Background: an optimization exercise with open tools, aiming at small area and a short achievable clock period. Do not read the settings as production practice. The RTL was checked by simulation tests, not by an equivalence proof against the original design.

Setup of run 1:
// enigma_part3
module enigma_part3(clk, srst_n, load, encrypt, crypt_mode, table_idx, code_in, code_out, code_valid);
input clk;
input srst_n;
input load;
input encrypt;
input crypt_mode;
input [1:0] table_idx;
input [5:0] code_in;
output [5:0] code_out;
output code_valid;
integer k;
reg idle_q, ready_q;
reg valid_q;
reg cm_q;
reg par_q;
reg [5:0] z_q;
reg [1:0] dA_q;
reg [2:0] rB_q;
reg [63:0] hb_q;
reg [5:0] pb [0:31];
reg [5:0] a0 [0:63];
reg [5:0] br [0:63];
wire [5:0] bx [0:63];
wire in_load = ~idle_q & ~ready_q & load;
wire ld_pb = in_load & (table_idx == 2'd0);
wire ld_a  = in_load & (table_idx == 2'd1);
wire ld_b  = in_load & (table_idx == 2'd2);
wire sym   = ready_q & encrypt;
assign code_valid = valid_q;
function [5:0] pbl;
  input [5:0] x;
  input par;
  reg [31:0] mt;
  reg [5:0] r;
  integer q;
  begin
    for (q = 0; q < 32; q = q + 1) mt[q] = (pb[q] == x);
    r = 6'd0;
    for (q = 0; q < 32; q = q + 1)
      if (par ? mt[(q & 1) ? (q + 1) % 32 : (q + 31) % 32] : mt[q ^ 1]) r = r | pb[q];
    pbl = (|mt) ? r : x;
  end
endfunction
reg [5:0] rotB_b;
reg [5:0] ka;
always @* begin
  rotB_b = 6'd0;
  for (k = 0; k < 64; k = k + 1)
    if (hb_q[k]) rotB_b = rotB_b | k[5:0];
  ka = 6'd0;
  for (k = 0; k < 64; k = k + 1)
    if (a0[k] == rotB_b) ka = ka | k[5:0];
end
wire [5:0] rotA_b = ka + z_q;
assign code_out = {6{valid_q}} & pbl(rotA_b, par_q);
wire [1:0] d_a = valid_q ? (cm_q ? rotB_b[1:0] : dA_q) : 2'd0;
wire [5:0] y_f = z_q + {4'd0, d_a};
wire [2:0] m_e = valid_q ? (rB_q[2:0] ^ {3{cm_q}}) : 3'd0;
wire [7:0] oh = {8{sym}} & (8'd1 << m_e);
wire hold = ~sym & ~ld_b;
wire [5:0] pbo = pbl(code_in, par_q);
wire [5:0] aidx = pbo - y_f;
wire [5:0] rotA_o = a0[aidx];
wire [5:0] rotB_o = bx[rotA_o];
reg [63:0] hb;
  ...
Size: about 1000 flip-flops, about 20 I/O pins, about 74000 sq um of cells after synthesis.
Settings: LEC_CHECK=0, CAP_MARGIN=20, CORE_MARGIN=2, CORE_UTILIZATION=25, CTS_BUF_LIST=sky130_fd_sc_hd__clkbuf_8, PLACE_DENSITY=0.35, SLEW_MARGIN=20, TNS_END_PERCENT=5; clock period 30.0 ns.
standard.sh (not shown) runs the stock make flow with config.mk's settings and CLKGATE_MAP_FILE= SYNTH_SCRIPT=/design/flow/synth_recipe.tcl, a recipe that flattens the netlist after the stock synthesis.
==> flow/flow/run.sh <==
#!/bin/bash
# Layout through the standard.sh, with timing repair asked for a setup
# margin so that the gates on the long paths get sized up.
cd "$(dirname "$0")/.."
bash standard.sh SETUP_SLACK_MARGIN=17 finish > standard.log 2>&1
Having completed the whole flow, run 1 delivered a layout that passed the timing, DRC and antenna checks.
Modified inputs, run 2 compared to run 1
==> flow/flow/run.sh <==
#!/bin/bash
# Layout through the standard.sh. Synthesis is the standard flow's script with abc run on
# flow/yos.abc (yosys's default mapping script) instead of ORFS's speed script;
# timing repair is asked for a setup margin so the long paths get sized up.
cd "$(dirname "$0")/.."
export MY_ABC_SCRIPT=$PWD/flow/yos.abc
bash standard.sh SYNTH_SCRIPT=$PWD/flow/my_synth.tcl synth > synth.log 2>&1
bash standard.sh SETUP_SLACK_MARGIN=16 finish > standard.log 2>&1
==> flow/flow/my_synth.tcl (new file) <==
# The standard flow's synthesis script (synth_recipe.tcl), with abc run on the script named in MY_ABC_SCRIPT.
proc synth {args} { yosys synth -nofsm -noshare {*}$args }

proc abc {args} {
  set i [lsearch -exact $args -script]
  if {$i >= 0 && [info exists ::env(MY_ABC_SCRIPT)] && $::env(MY_ABC_SCRIPT) ne ""} {
    set args [lreplace $args [expr {$i + 1}] [expr {$i + 1}] $::env(MY_ABC_SCRIPT)]
  }
  if {[info exists ::env(MY_ABC_DONT_USE)]} {
    foreach c $::env(MY_ABC_DONT_USE) { lappend args -dont_use $c }
  }
  puts "abc (own script): $args"
  yosys abc {*}$args
}
source $::env(SCRIPTS_DIR)/synth.tcl
# left out here: clear keep_hierarchy, flatten, clean up, hide names made inside functions, write 1_2_yosys.v
==> flow/flow/yos.abc (new file) <==
strash
&get -n
&fraig -x
&put
scorr
dc2
dretime
strash
&get -n
&dch -f
&nf
&put
buffer
upsize
dnsize
stime -p
==> comparison <==
- Every run (run 1 and run 2) finished clean.
- Changes observed in run 2 relative to run 1: setup slack shrank by 490 ps; combined area of the multi-input logic cells shrank by 24%; die height shrank by 8.2%; clock buffer and inverter area fraction after layout grew by 0.75 points.
- Clock-pin slew on the worst setup and hold paths: run 1 vs run 2 — no meaningful difference
Setup changes, run 2 to run 3
Settings: PLACE_DENSITY changed from 0.35 to 0.5; CORE_UTILIZATION changed from 25 to 35.
==> flow/flow/run.sh <==
#!/bin/bash
# Layout through the standard.sh, with timing repair asked for a setup
# margin so that the gates on the long paths get sized up.
cd "$(dirname "$0")/.."
bash standard.sh SETUP_SLACK_MARGIN=17 finish > standard.log 2>&1
removed: flow/flow/my_synth.tcl
removed: flow/flow/yos.abc
--- outcome ---
Note that the first-pass GRT wire length recorded for run 2 amounts to 0.858 times the value seen in run 3.
| total wirelength of the detailed-routed design | run 3 vs run 2 | worse |
As far as reported max-cap violation count goes, run 2 and run 3 are indistinguishable; the numbers are identical.
Run 3 vs run 2 — antenna diode instance count climbed by more than 100%
Against run 2, the final cell area of run 3 is higher.
Run 3: no failed stages, no open violations at the end
Net count reported at finish: lower on run 2
The run showing the smaller global-route usage is run 2.
Summary of run 3 over run 2: post-synthesis instance area up 12000 sq um.


Another version of the RTL of enigma_part3 (not shown whole).
For scale: about 990 flip-flops, roughly 20 I/O pins.
Settings: LEC_CHECK=0, CAP_MARGIN=20, CORE_MARGIN=2, CORE_UTILIZATION=25, PLACE_DENSITY=0.35, SLEW_MARGIN=20, TNS_END_PERCENT=5; clock period 30.0 ns.
==> flow/flow/run.sh <==
#!/bin/bash
# Layout through the standard.sh. Synthesis is the standard flow's script with abc run on
# flow/yos.abc (yosys's default mapping script) instead of ORFS's speed script,
# and with adders left to abc rather than mapped to full-adder cells;
# ports buffered with buf_4; clock tree without dummy loads; timing repair is asked for a setup margin so
# the long paths get sized up.
cd "$(dirname "$0")/.."
export MY_ABC_SCRIPT=$PWD/flow/yos.abc
bash standard.sh SYNTH_SCRIPT=$PWD/flow/my_synth.tcl ADDER_MAP_FILE= synth > synth.log 2>&1
bash standard.sh SETUP_SLACK_MARGIN=16.5 "BUFFER_PORTS_ARGS=-inputs -outputs -buffer_cell sky130_fd_sc_hd__buf_4" "CTS_ARGS=-sink_clustering_enable -repair_clock_nets -dont_use_dummy_load -buf_list sky130_fd_sc_hd__clkbuf_4" finish > standard.log 2>&1
==> flow/flow/my_synth.tcl <==
# The standard flow's synthesis script (synth_recipe.tcl), with abc run on the script named in MY_ABC_SCRIPT.
proc synth {args} { yosys synth -nofsm -noshare {*}$args }

proc abc {args} {
  set i [lsearch -exact $args -script]
  if {$i >= 0 && [info exists ::env(MY_ABC_SCRIPT)] && $::env(MY_ABC_SCRIPT) ne ""} {
    set args [lreplace $args [expr {$i + 1}] [expr {$i + 1}] $::env(MY_ABC_SCRIPT)]
  }
  if {[info exists ::env(MY_ABC_DONT_USE)]} {
    foreach c $::env(MY_ABC_DONT_USE) { lappend args -dont_use $c }
  }
  puts "abc (own script): $args"
  yosys abc {*}$args
}
source $::env(SCRIPTS_DIR)/synth.tcl
# left out here: clear keep_hierarchy, flatten, clean up, hide names made inside functions, write 1_2_yosys.v
==> flow/flow/yos.abc <==
strash
&get -n
&fraig -x
&put
scorr
dc2
dretime
strash
&get -n
&dch -f
&nf
&put
buffer
upsize
dnsize
stime -p
Rerun with:
--- a/flow/flow/run.sh
+++ b/flow/flow/run.sh
@@ -3,2 +3 @@
-# flow/yos.abc (yosys's default mapping script) instead of ORFS's speed script,
-# and with adders left to abc rather than mapped to full-adder cells;
+# flow/yos.abc (yosys's default mapping script) instead of ORFS's speed script;
@@ -9 +8 @@
-bash standard.sh SYNTH_SCRIPT=$PWD/flow/my_synth.tcl ADDER_MAP_FILE= synth > synth.log 2>&1
+bash standard.sh SYNTH_SCRIPT=$PWD/flow/my_synth.tcl synth > synth.log 2>&1
What happened: Via count fell by 1.2%. Routed wire length shrinks by 2.0%. Final area barely changes. Count of clock-buffer cells in the layout came out lower by 7. Core utilization rises by 0.47 points. Setup slack loses 0.18 ns. First-iteration DRC count went up by 4.5%.

==> separate check: timing with driven ports <==
In the flow no input, the clock included, has a driving cell. The finished layouts below were timed again as built, in two steps. Step 1 (the two cells are an assumption about what drives the block):
set clk [get_ports {clk}]
set_driving_cell -lib_cell sky130_fd_sc_hd__clkbuf_16 $clk
set_driving_cell -lib_cell sky130_fd_sc_hd__buf_2 [delete_from_list [all_inputs] $clk]
Step 2 moves the port delays by t, midway between the first and last clock arrival at a register: inputs arrive t later, outputs are due t later. That takes back most of the time a late clock gives input paths. Three values: no drivers, after step 1, after step 2; two values: the first two.
| run | t, ns | setup slack, ns | worst setup path at the end | latest minus earliest clock arrival (ns) | slew at the worst register clock pin (ns) |
|---|---|---|---|---|---|
| run 1 | 1.152 | 15.235 / 15.179 / 14.027 | input to register | 0.112 / 0.111 | 0.08 / 0.08 |
| run 2 | 1.103 | 14.742 / 14.788 / 13.685 | input to register | 0.082 / 0.082 | 0.09 / 0.09 |
| run 3 | 1.156 | 15.029 / 15.077 / 13.921 | input to register | 0.094 / 0.094 | 0.08 / 0.08 |
| the first run of note 2 | 1.423 | 15.910 / 15.890 / 14.474 | input to register | 0.216 / 0.216 | 0.08 / 0.08 |
| the second run of note 2 | 1.425 | 15.732 / 15.652 / 14.339 | input to register | 0.202 / 0.202 | 0.08 / 0.08 |
After both steps every run listed still meets setup and hold. The setup slack of the first run of note 2, which loses most, moves by -0.020 ns with the drivers and by -1.436 ns with both steps.
